This design comes from an exercise in tuning for a short achievable clock period and few clock cycles on the open sky130 flow, not from production work.
Only simulation tests tie the RTL to the original design; equivalence was not proved.

[flow/design.v]
module ksadd16 (
    input  logic [15:0] a, b,
    input  logic        ci,
    output logic [15:0] s,
    output logic        co
);
    logic [15:0] g0, p0, g1, p1, g2, p2, g3, p3, g4, p4;
    logic [15:0] c;                 
    assign g0 = (a & b) | {15'd0, ci & (a[0] ^ b[0])};
    assign p0 = a ^ b;
    genvar i;
    generate
        for (i = 0; i < 16; i++) begin : lv
            if (i >= 1) begin
                assign g1[i] = g0[i] | (p0[i] & g0[i-1]);
                assign p1[i] = p0[i] & p0[i-1];
            end else begin
                assign g1[i] = g0[i];
                assign p1[i] = p0[i];
            end
            if (i >= 2) begin
                assign g2[i] = g1[i] | (p1[i] & g1[i-2]);
                assign p2[i] = p1[i] & p1[i-2];
            end else begin
                assign g2[i] = g1[i];
                assign p2[i] = p1[i];
            end
            if (i >= 4) begin
                assign g3[i] = g2[i] | (p2[i] & g2[i-4]);
                assign p3[i] = p2[i] & p2[i-4];
            end else begin
                assign g3[i] = g2[i];
                assign p3[i] = p2[i];
            end
            if (i >= 8) begin
                assign g4[i] = g3[i] | (p3[i] & g3[i-8]);
                assign p4[i] = p3[i] & p3[i-8];
            end else begin
                assign g4[i] = g3[i];
                assign p4[i] = p3[i];
            end
        end
    endgenerate
    assign c  = {g4[14:0], ci};
    assign s  = p0 ^ c;
    assign co = g4[15];
endmodule
module inc8 (
    input  logic [7:0] a,
    output logic [7:0] y
);
    genvar i;
    generate
        for (i = 0; i < 8; i++) begin : b
            if (i == 0) assign y[i] = ~a[0];
            else        assign y[i] = a[i] ^ (&a[i-1:0]);
        end
    endgenerate
endmodule
module NanoCPU (
    input  logic ck, rst,
    output logic [7:0]  address,
    input  logic [15:0] dataR,
    output logic [15:0] dataW,
    output logic ce, we,
    output logic halt
);
    logic [15:0] R [3:0];           
    logic [7:0]  AR;                
    logic [7:0]  PCn;               
    logic        dcyc;              
    logic        halted;
    logic        wr;                
    logic        ev;                
    logic        e_alu, e_rd;
    logic [1:0]  e_op;              
    logic [1:0]  edst;
    logic [15:0] A, B;
    logic [15:0] sum, diff, res;
    logic        c_add, c_sub, lt;
    ksadd16 u_add (.a(A), .b(B),  .ci(1'b0), .s(sum),  .co(c_add));
    ksadd16 u_sub (.a(A), .b(~B), .ci(1'b1), .s(diff), .co(c_sub));
    assign lt = ~c_sub;             
    always_comb begin
        case (e_op)
            2'd0:    res = A ^ B;
            2'd1:    res = diff;
            2'd2:    res = sum;
            default: res = {15'd0, lt};
        endcase
    end
    assign address = AR;
    assign dataW   = B;
    assign ce      = 1'b1;
    assign we      = wr;
    assign halt    = halted;
    logic [3:0] nzR;                
    logic [15:0] cdat [15:0];
    logic [3:0]  ctag [15:0];
    logic [15:0] cval;
    logic [15:0] NW;
    logic        hit;               
    logic        fetch;
    logic [15:0] W;
    logic [7:0]  FA, FA1, AR1, PCn1;
    inc8 u_inca (.a(AR),  .y(AR1));
    inc8 u_incp (.a(PCn), .y(PCn1));
    logic e_chk, mis;
    assign mis   = ev && e_chk && B == 16'd0;
    assign fetch = dcyc ? (hit && !(wr && AR == PCn)) : !mis;
    assign W     = dcyc ? NW : dataR;
    assign FA    = dcyc ? PCn : AR;
    assign FA1   = dcyc ? PCn1 : AR1;
    logic [15:0] nw_a, nw_p;
    logic        hv_a, hv_p;
    logic        lwr;               
    assign lwr  = !dcyc || wr;
    logic [15:0] cdat_r [15:0];
    logic [3:0]  ctag_r [15:0];
    logic [15:0] cval_r;
    genvar ri;
    generate
        for (ri = 0; ri < 16; ri++) begin : rot
            assign cdat_r[ri] = cdat[(ri + 1) % 16];
            assign ctag_r[ri] = ctag[(ri + 1) % 16];
            assign cval_r[ri] = cval[(ri + 1) % 16];
        end
    endgenerate
    logic [3:0] ta, tp;             
    assign ta   = (&AR[3:0])  ? AR1[7:4]  : AR[7:4];
    assign tp   = (&PCn[3:0]) ? PCn1[7:4] : PCn[7:4];
    assign nw_a = cdat_r[AR[3:0]];
    assign nw_p = cdat_r[PCn[3:0]];
    assign hv_a = cval_r[AR[3:0]]  && ctag_r[AR[3:0]]  == ta;
    assign hv_p = cval_r[PCn[3:0]] && ctag_r[PCn[3:0]] == tp && !(lwr && AR[3:0] == PCn1[3:0]);
    logic [3:0] opc;
    logic f_rd, f_wr, f_alu, f_end;
    assign opc   = W[15:12];
    assign f_end = opc[3];
    assign f_rd  = opc == 4'd0;
    assign f_wr  = opc == 4'd1;
    assign f_alu = opc[3:2] == 2'b01;
    logic f_jmp, f_br, f_mem, cond;
    assign f_jmp = opc == 4'd2;
    assign f_br  = opc == 4'd3;
    assign f_mem = opc[3:1] == 3'd0;
    logic        e_wb, e_ld;
    assign e_wb = ev && e_alu && !dcyc;      
    assign e_ld = dcyc && e_rd;              
    logic        wbv, wsel;
    logic [1:0]  wdst;
    logic [15:0] WV, LV, wval;
    assign wval = wsel ? LV : WV;
    logic [15:0] rA, rB, opA, opB;
    assign rA  = (wbv && wdst == W[5:4]) ? wval : R[W[5:4]];
    assign rB  = (wbv && wdst == W[1:0]) ? wval : R[W[1:0]];
    assign opA = (e_wb && edst == W[5:4]) ? res : (e_ld && edst == W[5:4]) ? dataR : rA;
    assign opB = (e_wb && edst == W[1:0]) ? res : (e_ld && edst == W[1:0]) ? dataR : rB;
    logic wnz;                      
    assign wnz  = wval != 16'd0;
    assign cond = ((e_wb || e_ld) && edst == W[1:0]) ? 1'b1 : (wbv && wdst == W[1:0]) ? wnz : nzR[W[1:0]];
    always_ff @(posedge ck or posedge rst) begin
        if (rst) begin
            AR <= 8'd0; dcyc <= 1'b0; halted <= 1'b0; wr <= 1'b0; ev <= 1'b0;
            R[0] <= 16'd0; R[1] <= 16'd0; R[2] <= 16'd0; R[3] <= 16'd0;
            nzR <= 4'd0;
            cval <= 16'd0;
            wbv <= 1'b0;
        end else if (!halted) begin
            if (wbv) R[wdst] <= wval;
            wbv <= e_ld || e_wb;
            if (wbv) nzR[wdst] <= wnz;
            if (!dcyc) cval[AR[3:0]] <= 1'b1;
            if (fetch) begin
                ev   <= 1'b1;
                wr   <= f_wr;
                dcyc <= f_rd || f_wr;
                if (f_end) halted <= 1'b1;
                AR   <= (f_mem || f_jmp || (f_br && cond)) ? W[11:4] : FA1;
            end else begin
                ev   <= 1'b0;
                wr   <= 1'b0;
                dcyc <= 1'b0;
                AR   <= PCn;
            end
        end
    end
    always_ff @(posedge ck) begin
        PCn   <= FA1;
        NW    <= dcyc ? nw_p : nw_a;
        hit   <= dcyc ? hv_p : hv_a;
        e_alu <= f_alu;
        e_rd  <= f_rd;
        e_op  <= opc[1:0];
        e_chk <= f_br && (e_wb || e_ld) && edst == W[1:0];
        edst  <= f_rd ? W[1:0] : W[9:8];
        A     <= opA;
        B     <= opB;
        wsel  <= dcyc;
        wdst  <= edst;
        WV    <= res;
        LV    <= dataR;
    end
    genvar gi;
    generate
        for (gi = 0; gi < 16; gi++) begin : line
            always_ff @(posedge ck) begin
                if (AR[3:0] == gi) begin
                    if (!dcyc) begin
                        cdat[gi] <= dataR;
                        ctag[gi] <= AR[7:4];
                    end else if (wr && ctag[gi] == AR[7:4]) begin
                        cdat[gi] <= B;
                    end
                end
            end
        end
    endgenerate
endmodule
[flow/config.mk]
export PLATFORM = sky130hd
export DESIGN_NAME = NanoCPU
export DESIGN_NICKNAME = NanoCPU
export VERILOG_FILES = /design/flow/design.v
export SDC_FILE = /design/flow/constraint.sdc
export NUM_CORES = 4
export LEC_CHECK = 0
export ABC_CLOCK_PERIOD_IN_PS = 1500
export CAP_MARGIN = 20
export CORE_MARGIN = 2
export CORE_UTILIZATION = 40
export PLACE_DENSITY = 0.6
export SETUP_SLACK_MARGIN = 3.5
export SLEW_MARGIN = 20
[flow/constraint.sdc]
create_clock -name core_clock -period 5.5 [get_ports {ck}]
set_input_delay 1.1000 -clock core_clock [delete_from_list [all_inputs] [get_ports {ck}]]
set_output_delay 1.1000 -clock core_clock [all_outputs]
set_load 0.01 [all_outputs]
[flow/run.sh]
#!/bin/bash
# synth_recipe.tcl (not shown) runs the flow's synth.tcl, then flattens the netlist and writes it again
# the make line also repeats each setting of config.mk as NAME=value (left out here)
make -C /OpenROAD-flow-scripts/flow DESIGN_CONFIG=/design/flow/config.mk WORK_HOME=/design/flow/orfs CLKGATE_MAP_FILE= SYNTH_SCRIPT=/design/flow/synth_recipe.tcl finish
==> impl_metrics.yaml, run 1 <==
sta:
  slew_viol_final: 0
  fin_crit_ns: 2.58
  max_freq_ghz: 0.388
  setup_violations: 0
  slew_headroom: 0.439
  fin_crit_sh: 0.468
  tightest_slew_ns: 0.818
  rsz0062_at_grt: "true"
  fin_tns_setup_ns: 0
  hold_viol: 0
  fin_skew_ns: 0.0394
synthesis:
  synth_flop_cell: "edfxtp_1"
  post_synth_num_cell_types: 90
  syn-cell-area_mm2: 0.0245
  synth-seq-cells: 482
  postSynthNetCount: 2322
  ys_warn_count: 6
  yosysSeqAreaShare: 0.531
  synth_edf_count: 288
  synthArstFlopShare: 0.201
  netlist_instances: 2252
  synth.avg_cell_area_um2: 10.9
drt:
  drtIter0Drc: 3075
  vias: 22100
  drt_wl_total_um: 102000
  dr.pass1.iters: 8
  drc: 0
  routedWlPerCell_um: 30.4
  routed_via_density: 6.61
  ant_nets: 0
clock_tree:
  cts_tree: "yes"
  cts_made_buffers: 51
  cts_buffer_depth: 3
  postCtsHoldBufs: 0
  cts.clk_slew.worst_paths_ns: 0.07
  cts_max_level: 2
  clk_latency_ns: 0.64
  numClockSinks: 482
  cts_root_buf: "clkbuf_16"
die:
  coreArea_mm2: 0.0605
  die-height_um: 252
  dieArea_mm2: 0.0633
  rows: 90
  top_level_ports: 45
  start_util: 0.405
  die_x_um: 252
critical_path:
  crit_family: "compound AO/OA/AOI/OAI gates"
  reg2reg_from: "PCn[1]"
  critPathBufInv: 2
  critPathMaxStageDelay_ns: 0.39
  critPathKind: "reg -> reg"
  start_kind: "flop"
  rrSetupSlack_ns: 2.92
  crit_path_end_kind: "flop"
  cp-startpoint: "PCn[1]"
  path_cells: "inv_1 > ha_4 > and3b_2 > buf_4 > a222oi_1 > nand3_1 > o32ai_2 > xnor2_1 > nand4_1 > o41ai_1"
  critPathArrivalTime_ns: 3.10
  slowest_stage: "dfxtp_4"
  r2r-end: "hit"
  cp_max_fo: 10
  required_ns: 6.03
  worst_r2r_path_depth: 10
run_status:
  outcome: "complete, no violations"
final_layout:
  diodes: 0
  nets: 2590
  post-route-util: 0.552
  synthToLayoutAreaGrowth_pct: 36.2
  drive_above_1_share: 0.339
worst_hold_path:
  min_path_cells: 1
  hold_start: "NW[15]"
  hold_end: "e_alu"
  hp-class: "reg -> reg"
global_routing:
  grt_max_degree: 59
  grt_pass1_vias: 21200
  grt_pass1_wl_um: 144000
  grtUsageTotal: 0.308
  grt.overflow.total: 0
  antenna_found_initial: 1
placed_design:
  gp_congestion: 0.926
  io_buffers: 43
  dp_hpwl_um: 57500
job:
  max_cap_violations: 0
kinds of logic after synthesis:
kind of cell,Yosys count,synth area share
flip-flops,482,0.531
buffers and inverters,221,0.0348
AO/OA/AOI/OAI,658,0.192
XOR/XNOR,106,0.0379
AND/OR/NAND/NOR,626,0.124
adder cells (fa/ha/maj),52,0.0272
other,1,0.000153
multiplexers,106,0.0525
placed cells by master, fill, tap and decap left out, types with 16 or more instances in the layout:
cell type    n
clkbuf_16   55
edfxtp_1   288
a221oi_1    47
xnor2_1     27
nand3_1     83
buf_12      49
mux2i_1     40
dfrtp_1     88
a21oi_2     18
dfxtp_1     69
xor2_1      62
nand4_1     28
buf_6       79
a22oi_1     73
a21oi_4     23
o21ai_1     29
o21ai_0     90
inv_1       25
nor3_1      35
ha_1        23
mux2_2      22
dfxtp_4     25
o211ai_1    30
a22o_1      69
ha_4        23
mux2_4      16
buf_4      205
nor2_1      68
nand2_1    227
a21o_1      21
a21oi_1     48
a221oi_2    18
a222oi_1    28
and3_1      25
metrics by stage:
stage / cell area [um2] / std cells / hold WS (ns) / setup slack (ns)
finish: 33400 / 3345 / 0.478 / 2.92
global route: 33400 / 3345 / 0.465 / 2.85
CTS: 32000 / 3265 / 0.463 / 2.90
detailed placement: 26200 / 2954 / 0.408 / 1.34
global placement: 26200 / 2953 / 0.413 / 1.38
floorplan: 25500 / 2252 / 0.375 / 2.36
per-layer routing:
metal	GRT usage	part of all wire	vias up
met2	0.497	0.45	1626
met3	0.0665	0.11	467
met1	0.393	0.37	10800
li1	-	-	9183
met4	0.150	0.063	2
met5	0	0.00015	-
flip-flops by register name, indices dropped and copies added, names as in the netlist, 2 cells and up:
signal	flops
cdat	224
R	64
ctag	64
A	16
B	16
LV	16
WV	16
cval	16
NW	14
AR	8
PCn	8
nzR	4
e_op	2
edst	2
wdst	2
worst max-delay path by stage:
stage	depth (start not counted)	end	slack (ns)
2_1_floorplan	8	AR[5]	2.36
3_3_place_gp	8	A[15]	1.38
3_5_place_dp	8	A[5]	1.34
4_1_cts	7	AR[5]	2.90
5_1_grt	10	hit	2.85
6_report	10	hit	2.92
what timing repair did:
action / CTS / global route
gates cloned: 11 / 5
hold endpoints to repair: 0 / 0
resized for setup: 537 / 157
setup endpoints to repair: 645 / 377
setup buffers: 204 / 75
pin swaps: 99 / 95
final cells by class:
| cell class | instances | area [um2] |
|---|---|---|
| Clock buffer | 68 | 1410 |
| Clock inverter | 28 | 374 |
| Fill cell | 4983 | 27100 |
| Inverter | 49 | 226 |
| Multi-Input combinational cell | 1551 | 13000 |
| Sequential cell | 482 | 13100 |
| Tap cell | 782 | 978 |
| Timing Repair Buffer | 385 | 4260 |
Yosys cell counts (all sizes together), types with 28 or more instances:
master	count	area (um2)
a21oi	89	445
a221oi	68	596
a222oi	28	280
a22o	69	604
a22oi	81	608
and3	31	194
clkbuf	154	578
dfrtp	97	2430
dfxtp	97	1940
edfxtp	288	8650
ha	50	626
inv	48	180
mux2	41	465
mux2i	55	597
nand2	239	897
nand3	94	470
nand4	29	188
nor2	83	312
nor3	51	260
o211ai	30	225
o21ai	135	676
xnor2	41	359
xor2	65	569
Testbench counts, summed over its fixed seeds: cycles 41,659.
==> run 2: changes to the inputs <==
--- a/flow/config.mk
+++ b/flow/config.mk
@@ -9,6 +9,7 @@
 export CAP_MARGIN = 20
 export CORE_MARGIN = 2
 export CORE_UTILIZATION = 40
+export GPL_ROUTABILITY_DRIVEN = 0
 export PLACE_DENSITY = 0.6
 export SETUP_SLACK_MARGIN = 3.5
 export SLEW_MARGIN = 20
==> impl_metrics.yaml, run 2 <==
run_status:
  outcome: "complete, no violations"
synthesis:
  syn-cell-area_mm2: 0.0245
  synth.avg_cell_area_um2: 10.9
  synth-seq-cells: 482
  synthArstFlopShare: 0.201
  post_synth_num_cell_types: 90
  synthTopCellsByArea: "edfxtp_1 (35%), dfrtp_1 (9.9%), dfxtp_1 (7.9%)"
  ys_warn_count: 6
  postSynthNetCount: 2322
  yosysMostFrequentCell: "edfxtp_1"
  yosys.area.top_type_share: 0.353
  synthTopCellsByCount: "edfxtp_1 (288), nand2_1 (239), clkbuf_1 (154)"
  yosysSeqAreaShare: 0.531
  netlist_instances: 2252
  synth_edf_count: 288
  yosysTopAreaCell: "edfxtp_1"
  synth_flop_cell: "edfxtp_1"
clock_tree:
  cts_root_buf: "clkbuf_16"
  cts_tree: "yes"
  cts_max_level: 2
  postCtsHoldBufs: 0
  cts_made_buffers: 51
  cts_buffer_depth: 3
  cts.clk_slew.worst_paths_ns: 0.06
  clk_latency_ns: 0.66
  numClockSinks: 482
critical_path:
  cp_max_fo: 7
  critPathArrivalTime_ns: 3.22
  crit_path_end_kind: "flop"
  start_kind: "input pin"
  reg2reg_from: "dcyc"
  required_ns: 5.99
  rrSetupSlack_ns: 2.78
  r2r-end: "AR[5]"
  critPathKind: "in -> reg"
  worst_r2r_path_depth: 7
global_routing:
  top_usage_layer: "met2"
  grtUsageTotal: 0.299
  met2_usage: 0.471
  grt.overflow.total: 0
  grt_pass1_wl_um: 141000
  grt_pass1_vias: 21300
  grt_use_met3: 0.0585
  antenna_found_initial: 0
  use_met1: 0.395
  grt_max_degree: 59
sta:
  fin_skew_ns: 0.0575
  rsz0062_at_grt: "true"
  slew_headroom: 0.462
  max_freq_ghz: 0.366
  holdWs_ns: 0.476
  hold_viol: 0
  setup_violations: 0
  fin_tns_setup_ns: 0
  fin_crit_ns: 2.73
  tightest_slew_ns: 0.784
  slew_viol_final: 0
  fin_crit_sh: 0.496
final_layout:
  regMostFlops: "cdat"
  diodes: 0
  mostFrequentLayoutCells: "edfxtp_1 (288), nand2_1 (228), buf_4 (165), buf_6 (93), o21ai_0 (88)"
  mostFrequentLayoutCell: "edfxtp_1"
  drive_above_1_share: 0.336
  design_area_mm2: 0.0336
  largest_reg_flops: 224
  reg_top3: "cdat x224, R x64, ctag x64"
  nets: 2575
  synthToLayoutAreaGrowth_pct: 37.1
  post-route-util: 0.556
placed_design:
  place_area_mm2: 0.0262
  dp_hpwl_um: 55900
  io_buffers: 43
job:
  max_cap_violations: 0
drt:
  routed_via_density: 6.63
  drtIter0Drc: 3467
  ant_nets: 0
  vias: 22100
  drt_wl_total_um: 101000
  drc: 0
  dr.pass1.iters: 10
  routedWlPerCell_um: 30.2
worst_hold_path:
  hold_end: "cval[7]"
  min_path_cells: 1
  hp-class: "reg -> reg"
  hold_start: "cval[7]"
die:
  rows: 90
  die_x_um: 252
  dieArea_mm2: 0.0633
  die-height_um: 252
  top_level_ports: 45
  start_util: 0.405
  coreArea_mm2: 0.0605
-- run 2: cell count changes in the layout (fill, tap and decap cells not counted), sizes merged, moves of 2 or more --
cell | before | now
clkinvlp | 6 | 10
inv | 50 | 47
dlygate4sd2 | 2 | 4
bufbuf | 7 | 5
buf | 358 | 337
clkinv | 15 | 21
clkbuf | 75 | 70
-- run 2: cell type report --
class	instances	area [um2]
clock buffer	60	1330
timing repair buffer	367	4430
tap	782	978
sequential	482	13100
fill	4832	26900
inverter	49	223
clock inverter	35	447
timing repair inverter	1	7.51
multi-input combinational	1553	13000
-- run 2: through the flow --
stage	std cells	setup slack [ns]
after floorplan	2252	2.36
after detailed placement	2951	1.38
after CTS	3253	2.88
final	3329	2.77
after global placement	2951	1.44
after global routing	3329	2.76
-- run 2: critical path, stage by stage --
cell,delay (ns)
buf_4,0.15
mux2_4,0.35
mux2i_1,0.17
mux2_2,0.28
mux2_4,0.28
a41oi_4,0.26
mux2_4,0.32
a221o_1,0.29
-- run 2: cell families after synthesis --
logic type      share of synthesized area
compound gates                      0.192
xor+xnor                           0.0379
fa+ha+maj                          0.0272
buf+inv                            0.0348
flops                               0.531
mux                                0.0525
other cells                      0.000153
simple gates                        0.124
-- run 2: timing repair --
| action | 4_1_cts | 5_1_grt |
|---|---|---|
| pin swaps | 131 | 116 |
| gates resized for setup | 540 | 171 |
| gates cloned | 16 | 11 |
| buffers inserted | 191 | 65 |
| endpoints found under the setup margin | 670 | 403 |
-- run 2: how the worst max path moves through the flow --
stage	startpoint	to	slack, ns	cells after the start
3_5_place_dp	dataR[1]	AR[5]	1.38	7
3_3_place_gp	dataR[1]	AR[5]	1.44	7
6_report	dataR[1]	AR[5]	2.77	8
2_1_floorplan	dataR[1]	AR[5]	2.36	8
5_1_grt	dataR[1]	AR[5]	2.76	8
4_1_cts	dataR[1]	AR[5]	2.88	8
-- run 2: layer usage --
layer,up-vias,share of wire
li1,9152,-
met1,10800,0.37
met2,1686,0.45
met3,421,0.11
met4,0,0.060
met5,-,0
==> run 3: changes to the inputs <==
--- a/flow/config.mk
+++ b/flow/config.mk
@@ -8,8 +8,7 @@
 export ABC_CLOCK_PERIOD_IN_PS = 1500
 export CAP_MARGIN = 20
 export CORE_MARGIN = 2
-export CORE_UTILIZATION = 40
-export GPL_ROUTABILITY_DRIVEN = 0
-export PLACE_DENSITY = 0.6
+export CORE_UTILIZATION = 55
+export PLACE_DENSITY = 0.7
 export SETUP_SLACK_MARGIN = 3.5
 export SLEW_MARGIN = 20
==> impl_metrics.yaml, run 3 <==
run_status:
  outcome: "complete, no violations"
die:
  die-height_um: 215
  start_util: 0.555
  dieArea_mm2: 0.0463
  die_x_um: 215
  rows: 77
  coreArea_mm2: 0.0441
  top_level_ports: 45
job:
  max_cap_violations: 0
synthesis:
  postSynthNetCount: 2322
  syn-cell-area_mm2: 0.0245
  synth-compound-area-share: 0.192
  synthTopCellsByArea: "edfxtp_1 (35%), dfrtp_1 (9.9%), dfxtp_1 (7.9%)"
  synth-seq-cells: 482
  synth_edf_count: 288
  yosysTopAreaCell: "edfxtp_1"
  yosys.area.top_type_share: 0.353
  synth_flop_cell: "edfxtp_1"
  post_synth_num_cell_types: 90
  yosysMostFrequentCell: "edfxtp_1"
  synth.avg_cell_area_um2: 10.9
  synth.area.mux_share: 0.0525
  ys_warn_count: 6
  synthSimpleGateAreaFrac: 0.124
  yosysSeqAreaShare: 0.531
  synth_xor_area_frac: 0.0379
  synthTopCellsByCount: "edfxtp_1 (288), nand2_1 (239), clkbuf_1 (154)"
  yosys.area_share.adder: 0.0272
  netlist_instances: 2252
  synth_top_family_by_area: "compound AO/OA/AOI/OAI gates"
  synthArstFlopShare: 0.201
global_routing:
  grt_pass1_wl_um: 141000
  grt.overflow.total: 0
  grt_pass1_vias: 21600
  grtUsageTotal: 0.410
  grt_max_degree: 45
  antenna_found_initial: 0
drt:
  routed_via_density: 7.25
  ant_nets: 0
  dr.pass1.iters: 9
  routedWlPerCell_um: 32.2
  drc: 0
  drt_wl_total_um: 101000
  drtIter0Drc: 3937
  vias: 22800
critical_path:
  critPathKind: "reg -> reg"
  cp_max_fo: 4
  critPathArrivalTime_ns: 3.44
  crit_path_end_kind: "flop"
  required_ns: 5.98
  start_kind: "flop"
final_layout:
  synthToLayoutAreaGrowth_pct: 34.3
  mostFrequentLayoutCells: "edfxtp_1 (288), nand2_1 (226), buf_4 (192), buf_6 (93), o21ai_0 (88)"
  drive_above_1_share: 0.335
  final.fill_count: 2794
  reg_top3: "cdat x224, R x64, ctag x64"
  mostFrequentLayoutCell: "edfxtp_1"
  nets: 2581
  regMostFlops: "cdat"
  diodes: 0
  largest_reg_flops: 224
sta:
  rsz0062_at_grt: "true"
  fin_tns_setup_ns: 0
  setup_violations: 0
  fin_skew_ns: 0.0268
  fin_crit_ns: 2.96
  slew_viol_final: 0
  hold_viol: 0
  fin_crit_sh: 0.538
  holdWs_ns: 0.478
  slew_headroom: 0.185
  max_freq_ghz: 0.338
  tightest_slew_ns: 1.19
clock_tree:
  cts.clk_slew.worst_paths_ns: 0.07
  cts_root_buf: "clkbuf_16"
  numClockSinks: 482
  clk_latency_ns: 0.64
  postCtsHoldBufs: 0
  cts_buffer_depth: 3
  cts_tree: "yes"
  cts_made_buffers: 50
  cts_max_level: 2
worst_hold_path:
  hp-class: "reg -> reg"
placed_design:
  gp_congestion: 0.974
  dp_hpwl_um: 54300
  io_buffers: 43
[run 3: cell counts after synthesis]
No cell type changed its count.
[run 3: worst max-delay path, cell delays in order (launching register included)]
cell and delay, ns:
dfrtp_4 0.57, buf_12 0.17, buf_8 0.12, mux2i_4 0.27, buf_12 0.15, buf_6 0.10, buf_6 0.11, mux2_4 0.29
o211ai_1 0.54, o211ai_1 0.20, o211ai_1 0.17, o21ai_1 0.12
[run 3: kinds of logic after synthesis]
| kind of cell | after synthesis |
|---|---|
| buffers and inverters | 221 |
| AO/OA/AOI/OAI | 658 |
| AND/OR/NAND/NOR | 626 |
| adder cells (fa/ha/maj) | 52 |
| multiplexers | 106 |
| flip-flops | 482 |
| XOR/XNOR | 106 |
| other | 1 |
[run 3: cell type report]
cell class | count | area [um2] | share of cell area
clock inverters | 25 | 279 | 0.00848
repair inverters | 1 | 6.26 | 0.000190
well taps | 592 | 741 | 0.0225
flip-flops and latches | 482 | 13100 | 0.399
repair buffers | 374 | 4110 | 0.125
inverters | 49 | 214 | 0.00650
clock buffers | 68 | 1400 | 0.0425
multi-input cells | 1553 | 13000 | 0.396
[run 3: stage by stage]
stage	worst slack (ns)	utilization	std cells	instance area (um2)
final	2.54	0.746	3144	32900
after global routing	2.57	0.746	3144	32900
after CTS	2.75	0.704	3031	31100
after detailed placement	1.31	0.588	2757	25900
after global placement	1.34	0.588	2757	25900
after floorplan	2.36	-	2252	25500
[run 3: layer usage]
metal / global-route usage / vias up / wire length, um
li1: - / 9185 / -
met1: 0.504 / 10900 / 34300
met2: 0.641 / 2064 / 44600
met3: 0.109 / 651 / 13200
met4: 0.270 / 2 / 9020
met5: 0.00625 / - / 48
[run 3: worst paths after layout]
path / startpoint / to / slack, ns / cells past startpoint
setup / recovery: dcyc / A[5] / 2.54 / 11
hold / removal: cval[6] / cval[6] / 0.48 / 1
setup reg to reg: dcyc / A[5] / 2.54 / 11
hold reg to reg: cval[6] / cval[6] / 0.48 / 1
max in group asynchronous: rst / wr / 3.72 / 3
min in group asynchronous: rst / R[3][4] / 0.84 / 2
[run 3: timing repair]
item,in CTS,in global routing
pin swaps,88,102
gates resized for setup,477,200
endpoints found under the hold margin,0,0
setup buffers,167,111
endpoints found under the setup margin,611,392
cloned,14,2
==> run 4: changes to the inputs <==
--- a/flow/config.mk
+++ b/flow/config.mk
@@ -6,9 +6,9 @@
 export NUM_CORES = 4
 export LEC_CHECK = 0
 export ABC_CLOCK_PERIOD_IN_PS = 1500
-export CAP_MARGIN = 20
+export CAP_MARGIN = 10
 export CORE_MARGIN = 2
-export CORE_UTILIZATION = 55
-export PLACE_DENSITY = 0.7
+export CORE_UTILIZATION = 40
+export PLACE_DENSITY = 0.75
 export SETUP_SLACK_MARGIN = 3.5
-export SLEW_MARGIN = 20
+export SLEW_MARGIN = 10
==> impl_metrics.yaml, run 4 <==
final_layout:
  finalNonFillerCells: 3359
  synthToLayoutAreaGrowth_pct: 37.4
  mostFrequentLayoutCells: "edfxtp_1 (288), nand2_1 (228), buf_4 (194), buf_6 (100), o21ai_0 (87)"
  regMostFlops: "cdat"
  mostFrequentLayoutCell: "edfxtp_1"
  final.fill_count: 4512
  post-route-util: 0.557
  largest_reg_flops: 224
  reg_top3: "cdat x224, R x64, ctag x64"
  nets: 2608
  diodes: 0
  drive_above_1_share: 0.346
global_routing:
  grt_pass1_vias: 21600
  grtUsageTotal: 0.291
  grt_max_degree: 57
  grt_pass1_wl_um: 139000
  use_met1: 0.369
  antenna_found_initial: 0
  grt.overflow.total: 0
  grt_use_met3: 0.0786
  top_usage_layer: "met2"
  met2_usage: 0.451
clock_tree:
  cts_tree: "yes"
  cts_root_buf: "clkbuf_16"
  cts_made_buffers: 49
  cts_max_level: 2
  numClockSinks: 482
  cts_buffer_depth: 3
  cts.clk_slew.worst_paths_ns: 0.07
  clk_latency_ns: 0.64
  postCtsHoldBufs: 0
synthesis:
  synth_top_family_by_area: "compound AO/OA/AOI/OAI gates"
  syn-cell-area_mm2: 0.0245
  yosysMostFrequentCell: "edfxtp_1"
  synth-compound-area-share: 0.192
  ys_warn_count: 6
  yosysTopAreaCell: "edfxtp_1"
  yosysSeqAreaShare: 0.531
  synth.avg_cell_area_um2: 10.9
  synth_flop_cell: "edfxtp_1"
  synth_xor_area_frac: 0.0379
  synthTopCellsByArea: "edfxtp_1 (35%), dfrtp_1 (9.9%), dfxtp_1 (7.9%)"
  synthArstFlopShare: 0.201
  synth-seq-cells: 482
  postSynthNetCount: 2322
  synth_edf_count: 288
  yosys.area.top_type_share: 0.353
  synthSimpleGateAreaFrac: 0.124
  synthTopCellsByCount: "edfxtp_1 (288), nand2_1 (239), clkbuf_1 (154)"
  yosys.area_share.adder: 0.0272
  post_synth_num_cell_types: 90
  netlist_instances: 2252
  synth.area.mux_share: 0.0525
critical_path:
  critPathKind: "reg -> reg"
  path_cells: "buf_12 > mux2i_4 > nand4_1 > nor4_4 > mux2_4 > a41oi_4 > buf_6 > mux2i_1 > a221o_1"
  critPathMaxStageDelay_ns: 0.43
  required_ns: 5.97
  cp_max_fo: 6
  start_kind: "flop"
  reg2reg_from: "wsel"
  cp-startpoint: "wsel"
  crit_path_end_kind: "flop"
  critPathBufInv: 2
  slowest_stage: "nor4_4"
  critPathArrivalTime_ns: 3.17
  crit_family: "multiplexers"
die:
  die_x_um: 252
  dieArea_mm2: 0.0633
  coreArea_mm2: 0.0605
  rows: 90
  die-height_um: 252
  start_util: 0.405
  top_level_ports: 45
sta:
  fin_crit_sh: 0.491
  max_freq_ghz: 0.370
  fin_skew_ns: 0.0528
  rsz0062_at_grt: "true"
  fin_tns_setup_ns: 0
  fin_crit_ns: 2.70
  setup_violations: 0
  slew_viol_final: 0
  hold_viol: 0
  setup_ws_ns: 2.80
  slew_headroom: 0.277
  tightest_slew_ns: 1.08
drt:
  vias: 23300
  routed_via_density: 6.94
  drc: 0
  dr.pass1.iters: 10
  drt_wl_total_um: 103000
  drtIter0Drc: 4033
  routedWlPerCell_um: 30.7
  ant_nets: 0
worst_hold_path:
  hold_start: "cval[1]"
  hp-class: "reg -> reg"
placed_design:
  placedCellCount: 2947
  pre_cts_ws_ns: 1.36
  gp_congestion: 0.993
  io_buffers: 43
  dp_hpwl_um: 54000
job:
  max_cap_violations: 0
run_status:
  outcome: "complete, no violations"
[run 4: kinds of logic (layout without fill, tap and decap cells)]
logic type,count (synthesis),in the layout
compound gates,658,658
xor+xnor,106,106
fa+ha+maj,52,52
buf+inv,221,542
flops,482,482
mux,106,107
other cells,1,1
simple gates,626,629
[run 4: worst paths after layout]
path                            cells past startpoint      end  slack (ns)
worst max-delay path                                9    AR[0]        2.80
worst min-delay path                                1  cval[1]        0.47
worst max register to register                      9    AR[0]        2.80
worst min register to register                      1  cval[1]        0.47
max in group asynchronous                           3  R[0][3]        3.70
min in group asynchronous                           2     dcyc        1.01
[run 4: layer usage]
| metal | up-vias | wire [um] |
|---|---|---|
| met2 | 2279 | 44800 |
| li1 | 9228 | - |
| met1 | 11100 | 34800 |
| met3 | 695 | 15100 |
| met5 | - | 0 |
| met4 | 0 | 8370 |
[run 4: area by class of cell]
class                           count  area [um2]  area share
Sequential cell                   482       13100       0.390
Multi-Input combinational cell   1553       13100       0.389
Timing Repair Buffer              400        4580       0.136
Clock buffer                       61        1290      0.0384
Tap cell                          782         978      0.0291
Clock inverter                     29         350      0.0104
Inverter                           49         228     0.00676
Timing Repair inverter              3        20.0    0.000594
[run 4: worst reg2reg max path: stages, from the launching register on]
cell,delay [ns]
dfxtp_4,0.39
buf_12,0.17
mux2i_4,0.32
nand4_1,0.21
nor4_4,0.43
mux2_4,0.26
a41oi_4,0.15
buf_6,0.19
mux2i_1,0.11
a221o_1,0.32
[run 4: metrics by stage]
step / hold slack [ns] / instance area (um2)
2_1_floorplan: 0.375 / 25500
3_3_place_gp: 0.417 / 26200
3_5_place_dp: 0.414 / 26200
4_1_cts: 0.474 / 31300
5_1_grt: 0.495 / 33700
6_report: 0.472 / 33700
[run 4: what timing repair did]
item | 4_1_cts | 5_1_grt
resized for setup | 509 | 212
endpoints found under the setup margin | 670 | 408
pin swaps | 110 | 116
gates cloned | 11 | 17
buffers inserted | 174 | 120
==> run 5: changes to the inputs <==
--- a/flow/design.v
+++ b/flow/design.v
@@ -126,13 +126,11 @@
             assign cval_r[ri] = cval[(ri + 1) % 16];
         end
     endgenerate
-    logic [3:0] ta, tp;             
-    assign ta   = (&AR[3:0])  ? AR1[7:4]  : AR[7:4];
-    assign tp   = (&PCn[3:0]) ? PCn1[7:4] : PCn[7:4];
     assign nw_a = cdat_r[AR[3:0]];
     assign nw_p = cdat_r[PCn[3:0]];
-    assign hv_a = cval_r[AR[3:0]]  && ctag_r[AR[3:0]]  == ta;
-    assign hv_p = cval_r[PCn[3:0]] && ctag_r[PCn[3:0]] == tp && !(lwr && AR[3:0] == PCn1[3:0]);
+    assign hv_a = cval_r[AR[3:0]]  && ((&AR[3:0])  ? ctag_r[AR[3:0]]  == AR1[7:4]  : ctag_r[AR[3:0]]  == AR[7:4]);
+    assign hv_p = cval_r[PCn[3:0]] && ((&PCn[3:0]) ? ctag_r[PCn[3:0]] == PCn1[7:4] : ctag_r[PCn[3:0]] == PCn[7:4])
+                  && !(lwr && AR[3:0] == PCn1[3:0]);
     logic [3:0] opc;
     logic f_rd, f_wr, f_alu, f_end;
     assign opc   = W[15:12];
--- a/flow/config.mk
+++ b/flow/config.mk
@@ -6,9 +6,9 @@
 export NUM_CORES = 4
 export LEC_CHECK = 0
 export ABC_CLOCK_PERIOD_IN_PS = 1500
-export CAP_MARGIN = 10
+export CAP_MARGIN = 20
 export CORE_MARGIN = 2
 export CORE_UTILIZATION = 40
-export PLACE_DENSITY = 0.75
+export PLACE_DENSITY = 0.6
 export SETUP_SLACK_MARGIN = 3.5
-export SLEW_MARGIN = 10
+export SLEW_MARGIN = 20
==> impl_metrics.yaml, run 5 <==
run_status:
  outcome: "complete, no violations"
clock_tree:
  numClockSinks: 482
  cts_root_buf: "clkbuf_16"
  cts_tree: "yes"
  cts_max_level: 2
  cts_made_buffers: 50
  cts_buffer_depth: 3
  cts.clk_slew.worst_paths_ns: 0.06
  postCtsHoldBufs: 0
  clk_latency_ns: 0.64
global_routing:
  grt.overflow.total: 0
  grt_pass1_wl_um: 145000
  grt_max_degree: 57
  grt_pass1_vias: 21700
  grtUsageTotal: 0.310
  antenna_found_initial: 1
synthesis:
  synthTopCellsByCount: "nand2_1 (298), edfxtp_1 (288), a22oi_1 (154)"
  yosysMostFrequentCell: "nand2_1"
  post_synth_num_cell_types: 88
  postSynthNetCount: 2422
  synth_top_family_by_area: "compound AO/OA/AOI/OAI gates"
  synth-seq-cells: 482
  synthTopCellsByArea: "edfxtp_1 (35%), dfrtp_1 (9.9%), dfxtp_1 (7.9%)"
  netlist_instances: 2352
  synth_flop_cell: "edfxtp_1"
  yosys.area.top_type_share: 0.351
  synthSimpleGateAreaFrac: 0.144
  synth_xor_area_frac: 0.0377
  synth.area.mux_share: 0.0436
  synth_edf_count: 288
  syn-cell-area_mm2: 0.0246
  synthArstFlopShare: 0.201
  yosysTopAreaCell: "edfxtp_1"
  yosys.area_share.adder: 0.0270
  yosysSeqAreaShare: 0.529
  ys_warn_count: 6
  synth-compound-area-share: 0.181
  synth.avg_cell_area_um2: 10.5
drt:
  dr.pass1.iters: 10
  drc: 0
  wl_met1_um: 37200
  dr.max_layer_used: "met5"
  ant_nets: 0
  drtIter0Drc: 3190
  routed_via_density: 6.50
  met2WireLength_um: 46300
  vias: 22600
  met3_length_um: 12100
  drt_wl_total_um: 103000
  routedWlPerCell_um: 29.7
final_layout:
  post-route-util: 0.558
  register_area_mm2: 0.0131
  drive_above_1_share: 0.332
  multi_input_area_mm2: 0.0130
  design_area_mm2: 0.0338
  mostFrequentLayoutCell: "edfxtp_1"
  finalNonFillerCells: 3478
  mostFrequentLayoutCells: "edfxtp_1 (288), nand2_1 (286), buf_4 (209), a22oi_1 (140), nand3_1 (121)"
  synthToLayoutAreaGrowth_pct: 37.2
  final.fill_count: 4866
  regMostFlops: "cdat"
  diodes: 0
  nets: 2724
  largest_reg_flops: 224
  reg_top3: "cdat x224, R x64, ctag x64"
critical_path:
  crit_path_end_kind: "flop"
  cp_max_fo: 9
  worst_r2r_path_depth: 10
  required_ns: 5.98
  critPathArrivalTime_ns: 3.24
  start_kind: "flop"
  critPathKind: "reg -> reg"
sta:
  slew_headroom: 0.459
  max_freq_ghz: 0.363
  setup_ws_ns: 2.74
  fin_crit_ns: 2.76
  hold_viol: 0
  fin_tns_setup_ns: 0
  setup_violations: 0
  rsz0062_at_grt: "true"
  tightest_slew_ns: 0.789
  fin_crit_sh: 0.501
  slew_viol_final: 0
  fin_skew_ns: 0.0476
placed_design:
  gp_congestion: 0.958
  placedCellCount: 3056
  place_area_mm2: 0.0263
  pre_cts_ws_ns: 1.23
  io_buffers: 43
  dp_hpwl_um: 56900
job:
  max_cap_violations: 0
worst_hold_path:
  hp-class: "reg -> reg"
  min_path_cells: 1
die:
  top_level_ports: 45
  rows: 90
  die-height_um: 252
  coreArea_mm2: 0.0606
  start_util: 0.407
  die_x_um: 252
  dieArea_mm2: 0.0636
-- run 5: cell count changes after synthesis, moves of 21 or more --
cell,previous run,this run
clkbuf_1,154,127
a22o_1,69,46
nand2_1,239,298
nand3_1,94,133
a31oi_1,21,43
o211ai_1,30,4
nor2_1,83,150
a22oi_1,81,154
a222oi_1,28,7
-- run 5: kinds of logic (layout without fill, tap and decap cells) --
kind of cell | Yosys count | in the layout
fa+ha+maj | 52 | 52
other cells | 1 | 1
compound gates | 640 | 640
simple gates | 760 | 764
buf+inv | 226 | 565
mux | 85 | 86
xor+xnor | 106 | 106
flops | 482 | 482
-- run 5: layout make-up --
cell class | instances | area share
clock buffer | 75 | 0.0422
clock inverter | 19 | 0.00648
inverter | 56 | 0.00755
multi-input combinational | 1649 | 0.385
sequential | 482 | 0.389
tap | 782 | 0.0290
timing repair buffer | 414 | 0.141
timing repair inverter | 1 | 0.000185
-- run 5: stage by stage --
step,hold slack [ns]
floorplan,0.368
global placement,0.439
detailed placement,0.443
CTS,0.456
global route,0.494
finish,0.467
-- run 5: per-layer routing --
metal,up-vias,GRT usage
met5,-,0
met4,2,0.168
met3,533,0.0774
met2,1650,0.499
met1,11000,0.383
li1,9468,-
-- run 5: critical path, stage by stage (launching register included) --
cell and delay [ns]:
dfxtp_4 0.37, inv_2 0.05, ha_4 0.33, nor2_2 0.06, a221oi_4 0.25, o41ai_4 0.16, a211o_1 0.39, nor4b_2 0.19
nor4_2 0.34, o22ai_2 0.18, mux2_4 0.31
-- run 5: final timing paths --
path	startpoint	to	slack, ns
worst min register to register	NW[15]	e_alu	0.47
worst max-delay path	B[4]	B[14]	2.74
worst max register to register	B[4]	B[14]	2.74
worst min-delay path	NW[15]	e_alu	0.47
max in group asynchronous	rst	wr	3.81
min in group asynchronous	rst	R[1][15]	0.70
-- run 5: repair_timing --
item / CTS / global route
pin swaps: 127 / 110
resized for setup: 532 / 175
setup endpoints to repair: 534 / 418
setup buffers: 243 / 62
gates cloned: 15 / 8
Testbench counts of run 5, summed over its fixed seeds: cycles 41,659.
==> run 6: changes to the inputs <==
--- a/flow/design.v
+++ b/flow/design.v
@@ -156,7 +156,10 @@
     assign opB = (e_wb && edst == W[1:0]) ? res : (e_ld && edst == W[1:0]) ? dataR : rB;
     logic wnz;                      
     assign wnz  = wval != 16'd0;
-    assign cond = ((e_wb || e_ld) && edst == W[1:0]) ? 1'b1 : (wbv && wdst == W[1:0]) ? wnz : nzR[W[1:0]];
+    logic e_ne;
+    assign e_ne = A != B;
+    assign cond = (e_wb && !e_op[1] && edst == W[1:0]) ? e_ne :
+                  ((e_wb || e_ld) && edst == W[1:0]) ? 1'b1 : (wbv && wdst == W[1:0]) ? wnz : nzR[W[1:0]];
     always_ff @(posedge ck or posedge rst) begin
         if (rst) begin
             AR <= 8'd0; dcyc <= 1'b0; halted <= 1'b0; wr <= 1'b0; ev <= 1'b0;
@@ -190,7 +193,7 @@
         e_alu <= f_alu;
         e_rd  <= f_rd;
         e_op  <= opc[1:0];
-        e_chk <= f_br && (e_wb || e_ld) && edst == W[1:0];
+        e_chk <= f_br && ((e_wb && e_op[1]) || e_ld) && edst == W[1:0];
         edst  <= f_rd ? W[1:0] : W[9:8];
         A     <= opA;
         B     <= opB;
==> impl_metrics.yaml, run 6 <==
die:
  die-height_um: 252
  top_level_ports: 45
  dieArea_mm2: 0.0633
  start_util: 0.406
  die_x_um: 252
  coreArea_mm2: 0.0605
  rows: 90
synthesis:
  synth_flop_cell: "edfxtp_1"
  yosys.area.top_type_share: 0.352
  post_synth_num_cell_types: 88
  postSynthNetCount: 2374
  syn-cell-area_mm2: 0.0245
  synthArstFlopShare: 0.201
  yosysMostFrequentCell: "nand2_1"
  yosys.area_share.adder: 0.0271
  synthTopCellsByArea: "edfxtp_1 (35%), dfrtp_1 (9.9%), dfxtp_1 (7.9%)"
  synth.avg_cell_area_um2: 10.6
  synthTopCellsByCount: "nand2_1 (289), edfxtp_1 (288), clkbuf_1 (156)"
  yosysTopAreaCell: "edfxtp_1"
  synth_top_family_by_area: "compound AO/OA/AOI/OAI gates"
  synth-seq-cells: 482
  synth.area.mux_share: 0.0501
  ys_warn_count: 6
  yosysSeqAreaShare: 0.531
  synth-compound-area-share: 0.190
  synth_xor_area_frac: 0.0386
  synth_edf_count: 288
  netlist_instances: 2304
  synthSimpleGateAreaFrac: 0.129
sta:
  max_freq_ghz: 0.343
  fin_crit_ns: 2.91
  slew_headroom: 0.471
  fin_tns_setup_ns: 0
  setup_ws_ns: 2.59
  setup_violations: 0
  rsz0062_at_grt: "true"
  slew_viol_final: 0
  fin_crit_sh: 0.529
  tightest_slew_ns: 0.771
  hold_viol: 0
  holdWs_ns: 0.473
  fin_skew_ns: 0.0344
final_layout:
  mostFrequentLayoutCell: "edfxtp_1"
  drive_above_1_share: 0.326
  regMostFlops: "cdat"
  nets: 2665
  synthToLayoutAreaGrowth_pct: 37.0
  reg_top3: "cdat x224, R x64, ctag x64"
  mostFrequentLayoutCells: "edfxtp_1 (288), nand2_1 (275), buf_4 (191), o21ai_0 (100), buf_6 (98)"
  largest_reg_flops: 224
  diodes: 0
drt:
  drc: 0
  routedWlPerCell_um: 30.5
  drtIter0Drc: 3378
  ant_nets: 0
  routed_via_density: 6.60
  dr.pass1.iters: 8
  vias: 22600
  drt_wl_total_um: 104000
clock_tree:
  cts_max_level: 2
  postCtsHoldBufs: 0
  cts_tree: "yes"
  clk_latency_ns: 0.64
  cts_made_buffers: 51
  cts.clk_slew.worst_paths_ns: 0.07
  cts_root_buf: "clkbuf_16"
  cts_buffer_depth: 3
  numClockSinks: 482
critical_path:
  critPathKind: "reg -> reg"
  start_kind: "flop"
  required_ns: 6.06
  cp_max_fo: 3
  crit_path_end_kind: "flop"
  worst_r2r_path_depth: 12
  rrSetupSlack_ns: 2.59
  critPathArrivalTime_ns: 3.47
global_routing:
  grt_pass1_vias: 21700
  grt.overflow.total: 0
  grt_max_degree: 46
  antenna_found_initial: 2
  grtUsageTotal: 0.316
  grt_pass1_wl_um: 147000
placed_design:
  pre_cts_ws_ns: 1.23
  io_buffers: 43
  dp_hpwl_um: 58800
  gp_congestion: 0.993
worst_hold_path:
  min_path_cells: 1
  hp-class: "reg -> reg"
run_status:
  outcome: "complete, no violations"
job:
  max_cap_violations: 0
run 6: cell types whose count changed after synthesis, sizes merged, moves of 15 or more:
| cell | delta |
|---|---|
| buf | -26 |
| nand3 | -51 |
| a211oi | +16 |
| and2 | +27 |
| nor2 | -28 |
| a22oi | -66 |
| clkbuf | +28 |
| a222oi | +17 |
| a22o | +17 |
| mux2i | +15 |
run 6: cell families after synthesis:
| group | Yosys count |
|---|---|
| multiplexers | 99 |
| adder cells (fa/ha/maj) | 52 |
| flip-flops | 482 |
| buffers and inverters | 222 |
| AO/OA/AOI/OAI | 656 |
| AND/OR/NAND/NOR | 684 |
| other | 1 |
| XOR/XNOR | 108 |
run 6: worst max-delay path, stage by stage, from the launching register on:
cell	delay (ns)
dfxtp_4	0.37
ha_4	0.13
inv_2	0.03
fa_2	0.36
or2_4	0.26
a221oi_4	0.28
o221ai_2	0.19
o41ai_4	0.26
buf_4	0.19
o22ai_1	0.07
mux2_2	0.29
o22ai_4	0.23
mux2_4	0.20
run 6: final timing paths:
path,start,endpoint
max,A[0],A[14]
min,cval[11],cval[11]
max reg2reg,A[0],A[14]
min reg2reg,cval[11],cval[11]
max in group asynchronous,rst,R[2][6]
min in group asynchronous,rst,cval[5]
run 6: repair_timing:
item,CTS,global route
buffers inserted,226,71
setup endpoints to repair,495,438
resized for setup,530,162
pin swaps,107,71
cloned,21,3
run 6: stage by stage:
stage               cell area [um2]  std cells  utilization
floorplan                     25500       2304            -
global placement              26200       3003        0.434
detailed placement            26200       3003        0.434
CTS                           32200       3346        0.532
global route                  33600       3420        0.556
finish                        33600       3420        0.556
run 6: cell type report:
class	count	area, um2
fill	4799	26900
sequential	482	13100
multi-input combinational	1607	12900
timing repair buffer	403	4680
clock buffer	76	1510
tap	782	978
clock inverter	20	238
inverter	50	219
run 6: layer usage:
| layer | track usage | wire [um] |
|---|---|---|
| met5 | 0 | 27 |
| met2 | 0.495 | 46300 |
| met4 | 0.201 | 8130 |
| met3 | 0.0717 | 12000 |
| met1 | 0.396 | 37800 |
Testbench counts of run 6, summed over its fixed seeds: cycles 41,031.
==> run 7: changes to the inputs <==
--- a/flow/config.mk
+++ b/flow/config.mk
@@ -5,7 +5,7 @@
 export SDC_FILE = /design/flow/constraint.sdc
 export NUM_CORES = 4
 export LEC_CHECK = 0
-export ABC_CLOCK_PERIOD_IN_PS = 1500
+export ABC_AREA = 1
 export CAP_MARGIN = 20
 export CORE_MARGIN = 2
 export CORE_UTILIZATION = 40
==> impl_metrics.yaml, run 7 <==
synthesis:
  yosysSeqAreaShare: 0.518
  synthTopCellsByArea: "edfxtp_1 (34%), nand2_1 (11%), dfrtp_1 (9.7%)"
  ys_warn_count: 6
  synth_xor_area_frac: 0.0104
  yosys.area.top_type_share: 0.344
  postSynthNetCount: 2971
  synth_flop_cell: "edfxtp_1"
  synth-seq-cells: 482
  synthTopCellsByCount: "nand2_1 (744), inv_1 (323), edfxtp_1 (288)"
  post_synth_num_cell_types: 61
  synth_edf_count: 288
  yosys.area_share.adder: 0.0265
  yosysMostFrequentCell: "nand2_1"
  synth.area.mux_share: 0.00940
  synth-compound-area-share: 0.162
  syn-cell-area_mm2: 0.0251
  synth.avg_cell_area_um2: 8.67
  synthArstFlopShare: 0.201
  synthSimpleGateAreaFrac: 0.199
  synth_top_family_by_area: "simple AND/OR/NAND/NOR gates"
  yosysTopAreaCell: "edfxtp_1"
  netlist_instances: 2901
clock_tree:
  cts_buffer_depth: 3
  cts_root_buf: "clkbuf_16"
  numClockSinks: 482
  cts.clk_slew.worst_paths_ns: 0.07
  cts_made_buffers: 53
  clk_latency_ns: 0.65
  cts_max_level: 2
  cts_tree: "yes"
drt:
  vias: 26000
  drt_wl_total_um: 117000
  drc: 0
  ant_nets: 0
  routed_via_density: 6.18
  met3_length_um: 13600
  routedWlPerCell_um: 27.9
  dr.max_layer_used: "met5"
  dr.pass1.iters: 8
  drtIter0Drc: 3134
  met2WireLength_um: 53000
  wl_met1_um: 41100
final_layout:
  diodes: 0
  mostFrequentLayoutCells: "nand2_1 (625), edfxtp_1 (288), inv_1 (259), buf_4 (251), o21ai_0 (170)"
  mostFrequentLayoutCell: "nand2_1"
  synthToLayoutAreaGrowth_pct: 45.4
  regMostFlops: "cdat"
  nets: 3405
  drive_above_1_share: 0.359
  multi_input_area_mm2: 0.0135
  post-route-util: 0.590
  final.fill_count: 5100
  largest_reg_flops: 224
  register_area_mm2: 0.0131
  reg_top3: "cdat x224, R x64, ctag x64"
sta:
  fin_tns_setup_ns: 0
  slew_headroom: 0.450
  hold_viol: 0
  fin_crit_ns: 2.56
  slew_viol_final: 0
  fin_skew_ns: 0.0528
  rsz0062_at_grt: "true"
  fin_crit_sh: 0.465
  tightest_slew_ns: 0.825
  setup_violations: 0
  max_freq_ghz: 0.391
critical_path:
  critPathMaxStageDelay_ns: 0.45
  path_cells: "buf_4 > buf_4 > ha_4 > buf_6 > nand2_8 > nand4_1 > nor2_2 > nand2_4 > nand3_1 > nand2_1 > nand2_1 > nand2_1 > nor2_1 > nand3_1 > nand2_1"
  reg2reg_from: "AR[1]"
  critPathBufInv: 3
  slowest_stage: "dfrtp_2"
  required_ns: 6.06
  rrSetupSlack_ns: 2.94
  worst_r2r_path_depth: 15
  start_kind: "flop"
  cp.depth: 15
  crit_family: "simple AND/OR/NAND/NOR gates"
  cp-startpoint: "AR[1]"
  crit_path_end_kind: "flop"
  critPathArrivalTime_ns: 3.11
  cp_max_fo: 8
  r2r-end: "hit"
  crit_top_cell: "nand2_1"
  crit_end: "hit"
  critPathKind: "reg -> reg"
job:
  max_cap_violations: 0
die:
  die-height_um: 255
  dieArea_mm2: 0.0649
  start_util: 0.406
  coreArea_mm2: 0.0619
  top_level_ports: 45
  rows: 91
  die_x_um: 255
global_routing:
  antenna_found_initial: 3
  grt_pass1_vias: 24900
  grt.overflow.total: 0
  grt_pass1_wl_um: 162000
  grtUsageTotal: 0.341
  grt_max_degree: 59
placed_design:
  io_buffers: 43
  dp_hpwl_um: 68700
  gp_congestion: 0.959
worst_hold_path:
  hp-class: "reg -> reg"
run_status:
  outcome: "complete, no violations"
## run 7: how the worst min path moves through the flow
| stage | slack, ns | to | cells past startpoint | startpoint |
|---|---|---|---|---|
| finish | 0.42 | wdst[0] | 0 | edst[0] |
| global route | 0.43 | wdst[0] | 0 | edst[0] |
| CTS | 0.40 | wdst[0] | 0 | edst[0] |
| detailed placement | 0.38 | wdst[0] | 0 | edst[0] |
| global placement | 0.38 | wdst[0] | 0 | edst[0] |
| floorplan | 0.35 | wsel | 0 | dcyc |
## run 7: logic make-up after synthesis
logic type | Yosys count
xor gates and xnor gates | 30
adders and majority gates | 52
DFF | 482
AOI/OAI and AO/OA | 669
muxes | 21
buffers and inverters | 463
and+or+nand+nor | 1183
other | 1
## run 7: what timing repair did
action,in CTS,in global routing
setup endpoints to repair,560,392
cloned,22,8
setup buffers,292,95
hold buffers,0,0
hold endpoints to repair,0,0
pin swaps,143,167
resized for setup,845,370
## run 7: area by class of cell
cell class / instances / area share
clock buffer: 68 / 0.0398
clock inverter: 28 / 0.00835
inverter: 344 / 0.0447
multi-input combinational: 1959 / 0.370
sequential: 482 / 0.359
tap: 837 / 0.0286
timing repair buffer: 484 / 0.147
timing repair inverter: 11 / 0.00236
## run 7: worst reg2reg max path, cell delays in order, from the launching register on
cell and delay, ns:
dfrtp_2 0.45, buf_4 0.15, buf_4 0.14, ha_4 0.22, buf_6 0.15, nand2_8 0.10, nand4_1 0.12, nor2_2 0.19
nand2_4 0.17, nand3_1 0.21, nand2_1 0.07, nand2_1 0.08, nand2_1 0.09, nor2_1 0.17, nand3_1 0.12, nand2_1 0.07
## run 7: stage by stage
step / hold slack [ns] / std cells / setup WS, ns / cell area (um2)
floorplan: 0.348 / 2901 / 3.21 / 25400
global placement: 0.381 / 3699 / 1.55 / 26600
detailed placement: 0.382 / 3700 / 1.73 / 26600
CTS: 0.404 / 4110 / 3.08 / 34100
global route: 0.432 / 4213 / 2.92 / 36600
finish: 0.418 / 4213 / 2.94 / 36600
## run 7: per-layer routing
layer | global-route usage | up-vias
met3 | 0.0903 | 627
met1 | 0.405 | 12600
met5 | 0 | -
li1 | - | 10900
met4 | 0.215 | 6
met2 | 0.550 | 1867
==> run 8: changes to the inputs <==
--- a/flow/design.v
+++ b/flow/design.v
@@ -128,9 +128,20 @@
     endgenerate
     assign nw_a = cdat_r[AR[3:0]];
     assign nw_p = cdat_r[PCn[3:0]];
-    assign hv_a = cval_r[AR[3:0]]  && ((&AR[3:0])  ? ctag_r[AR[3:0]]  == AR1[7:4]  : ctag_r[AR[3:0]]  == AR[7:4]);
-    assign hv_p = cval_r[PCn[3:0]] && ((&PCn[3:0]) ? ctag_r[PCn[3:0]] == PCn1[7:4] : ctag_r[PCn[3:0]] == PCn[7:4])
-                  && !(lwr && AR[3:0] == PCn1[3:0]);
+    logic [15:0] m_a, m_p;
+    generate
+        for (ri = 0; ri < 16; ri++) begin : mt
+            if (ri == 15) begin
+                assign m_a[ri] = cval_r[ri] && ctag_r[ri] == AR1[7:4];
+                assign m_p[ri] = cval_r[ri] && ctag_r[ri] == PCn1[7:4];
+            end else begin
+                assign m_a[ri] = cval_r[ri] && ctag_r[ri] == AR[7:4];
+                assign m_p[ri] = cval_r[ri] && ctag_r[ri] == PCn[7:4];
+            end
+        end
+    endgenerate
+    assign hv_a = m_a[AR[3:0]];
+    assign hv_p = m_p[PCn[3:0]] && !(lwr && AR[3:0] == PCn1[3:0]);
     logic [3:0] opc;
     logic f_rd, f_wr, f_alu, f_end;
     assign opc   = W[15:12];
--- a/flow/config.mk
+++ b/flow/config.mk
@@ -5,7 +5,7 @@
 export SDC_FILE = /design/flow/constraint.sdc
 export NUM_CORES = 4
 export LEC_CHECK = 0
-export ABC_AREA = 1
+export ABC_CLOCK_PERIOD_IN_PS = 1500
 export CAP_MARGIN = 20
 export CORE_MARGIN = 2
 export CORE_UTILIZATION = 40
==> impl_metrics.yaml, run 8 <==
run_status:
  outcome: "complete, no violations"
final_layout:
  nets: 2731
  drive_above_1_share: 0.346
  regMostFlops: "cdat"
  mostFrequentLayoutCell: "edfxtp_1"
  post-route-util: 0.565
  largest_reg_flops: 224
  synthToLayoutAreaGrowth_pct: 40.4
  reg_top3: "cdat x224, R x64, ctag x64"
  finalNonFillerCells: 3495
  design_area_mm2: 0.0347
  mostFrequentLayoutCells: "edfxtp_1 (288), nand2_1 (251), buf_4 (228), xor2_1 (106), o21ai_0 (96)"
clock_tree:
  clk_latency_ns: 0.66
  cts_buffer_depth: 3
  cts_root_buf: "clkbuf_16"
  cts_made_buffers: 52
  postCtsHoldBufs: 0
  numClockSinks: 482
  cts.clk_slew.worst_paths_ns: 0.07
  cts_max_level: 2
  cts_tree: "yes"
global_routing:
  met2_usage: 0.493
  grt_pass1_wl_um: 144000
  grt_pass1_vias: 21800
  grt.overflow.total: 0
  antenna_found_initial: 2
  grtUsageTotal: 0.306
  use_met1: 0.381
  grt_use_met3: 0.0708
  top_usage_layer: "met2"
  grt_max_degree: 63
critical_path:
  crit_path_end_kind: "flop"
  worst_r2r_path_depth: 11
  start_kind: "flop"
  critPathMaxStageDelay_ns: 0.37
  r2r-end: "B[14]"
  required_ns: 5.99
  reg2reg_from: "B[0]"
  crit_top_cell: "o31ai_4"
  slowest_stage: "dfxtp_4"
  rrSetupSlack_ns: 2.80
  cp_max_fo: 4
  path_cells: "buf_6 > ha_4 > fa_2 > nand2b_4 > a21oi_4 > o221a_4 > o31ai_4 > buf_4 > o31ai_4 > mux2i_2 > o31ai_1"
  cp-startpoint: "B[0]"
  critPathArrivalTime_ns: 3.19
  critPathKind: "reg -> reg"
drt:
  vias: 22400
  routed_via_density: 6.41
  drc: 0
  ant_nets: 0
  drt_wl_total_um: 102000
  dr.pass1.iters: 6
  drtIter0Drc: 2973
  routedWlPerCell_um: 29.3
sta:
  slew_headroom: 0.371
  max_freq_ghz: 0.371
  fin_skew_ns: 0.0779
  rsz0062_at_grt: "true"
  fin_crit_ns: 2.70
  fin_tns_setup_ns: 0
  setup_violations: 0
  hold_viol: 0
  slew_viol_final: 0
  fin_crit_sh: 0.490
  tightest_slew_ns: 0.934
die:
  start_util: 0.402
  top_level_ports: 45
  rows: 91
  die-height_um: 252
  dieArea_mm2: 0.0637
  coreArea_mm2: 0.0614
  die_x_um: 252
synthesis:
  synth_edf_count: 288
  synthArstFlopShare: 0.201
  ys_warn_count: 6
  synthTopCellsByArea: "edfxtp_1 (35%), dfrtp_1 (9.8%), dfxtp_1 (7.9%)"
  synth-seq-cells: 482
  yosysSeqAreaShare: 0.527
  yosys.area.top_type_share: 0.350
  yosysTopAreaCell: "edfxtp_1"
  synth_flop_cell: "edfxtp_1"
  syn-cell-area_mm2: 0.0247
  post_synth_num_cell_types: 84
  yosysMostFrequentCell: "edfxtp_1"
  synth.avg_cell_area_um2: 10.6
  postSynthNetCount: 2396
  netlist_instances: 2326
  synthTopCellsByCount: "edfxtp_1 (288), nand2_1 (272), o21ai_0 (141)"
worst_hold_path:
  hold_start: "edst[1]"
  min_path_cells: 0
  hp-class: "reg -> reg"
  hold_end: "wdst[1]"
placed_design:
  gp_congestion: 0.914
  io_buffers: 43
  place_area_mm2: 0.0265
  dp_hpwl_um: 55000
  placedCellCount: 3032
job:
  max_cap_violations: 0
[run 8: changes by cell type in the layout (fill, tap and decap cells not counted), sizes merged, moves of 34 or more]
cell | previous run | this run
mux2i | 0 | 72
o22ai | 100 | 5
buf | 458 | 407
a22oi | 12 | 127
nor2 | 181 | 106
inv | 318 | 44
nand3 | 132 | 60
xor2 | 17 | 115
a22o | 3 | 37
nand2 | 762 | 272
a21oi | 128 | 90
xnor2 | 13 | 48
o21ai | 256 | 149
[run 8: routing by layer]
| metal | routed length, um | part of all wire |
|---|---|---|
| met1 | 37400 | 0.36 |
| met2 | 46800 | 0.46 |
| met3 | 11300 | 0.11 |
| met4 | 7020 | 0.069 |
| met5 | 0 | 0 |
[run 8: per-stage QoR]
step	hold WS (ns)	worst slack, ns
2_1_floorplan	0.396	2.73
3_3_place_gp	0.429	1.66
3_5_place_dp	0.421	1.60
4_1_cts	0.457	2.87
5_1_grt	0.480	2.76
6_report	0.462	2.80
[run 8: how the worst max path moves through the flow]
| stage | to | slack, ns | cells past startpoint |
|---|---|---|---|
| after floorplan | AR[0] | 2.73 | 7 |
| after global placement | AR[2] | 1.66 | 8 |
| after detailed placement | AR[0] | 1.60 | 8 |
| after CTS | A[14] | 2.87 | 11 |
| after global routing | A[14] | 2.76 | 11 |
| final | B[14] | 2.80 | 11 |
[run 8: cell families (layout without fill, tap and decap cells)]
kind of cell / count (synthesis) / in the layout / share of synthesized area
simple gates: 676 / 685 / 0.131
xor+xnor: 163 / 163 / 0.0578
flops: 482 / 482 / 0.527
compound gates: 634 / 635 / 0.177
mux: 108 / 109 / 0.0465
fa+ha+maj: 52 / 52 / 0.0270
other cells: 1 / 2 / 0.000152
buf+inv: 210 / 577 / 0.0337
[run 8: final cells by class]
cell class	instances	area [um2]
flip-flops and latches	482	13100
diodes	1	2.50
clock buffers	69	1390
well taps	790	988
inverters	47	226
fillers	4808	26700
repair buffers	433	4990
clock inverters	28	339
multi-input cells	1645	13600
[run 8: critical path: cells and delay by family, from the launching register on]
kind	cells	cell delay [ns]
adders and majority gates	2	0.49
AOI/OAI and AO/OA	5	0.89
buffers and inverters	2	0.28
muxes	1	0.37
DFF	1	0.37
and+or+nand+nor	1	0.17
[run 8: what timing repair did]
item / in CTS / in global routing
pin swaps: 130 / 122
setup endpoints to repair: 599 / 464
resized for setup: 548 / 190
cloned: 24 / 9
setup buffers: 236 / 96
Testbench counts of run 8, summed over its fixed seeds: cycles 41,031.

separate check: timing with driven ports:
The results above use ideal ports. As a check the final layouts listed here were re-extracted and re-timed, cells and wires unchanged. Step 1 sets driving cells, clkbuf_16 on the clock port and buf_2 on the other inputs (assumed; they add their load-dependent delay and slew). Step 2, shift: input delay + t, output delay - t, t = (earliest + latest rising clock arrival at the registers) / 2. This alone moves slack from input paths to output paths. Three values: ideal ports, drivers, drivers and shift; two values: the first two.
run	t, ns	slack for setup (ns)	worst data-port slew with drivers (ns)
run 1	0.678	2.923 / 2.884 / 2.297	0.04
run 2	0.687	2.771 / 2.785 / 2.117	0.04
run 3	0.678	2.543 / 2.543 / 2.055	0.06
run 4	0.669	2.801 / 2.801 / 2.234	0.05
run 5	0.682	2.744 / 2.744 / 2.311	0.05
run 6	0.678	2.588 / 2.588 / 2.148	0.04
run 7	0.692	2.942 / 2.942 / 2.562	0.05
run 8	0.684	2.804 / 2.804 / 2.387	0.07
After both steps setup and hold are still met in every run listed. The setup slack of run 2, which loses most, moves by +0.014 ns with the drivers and by -0.654 ns with both steps.
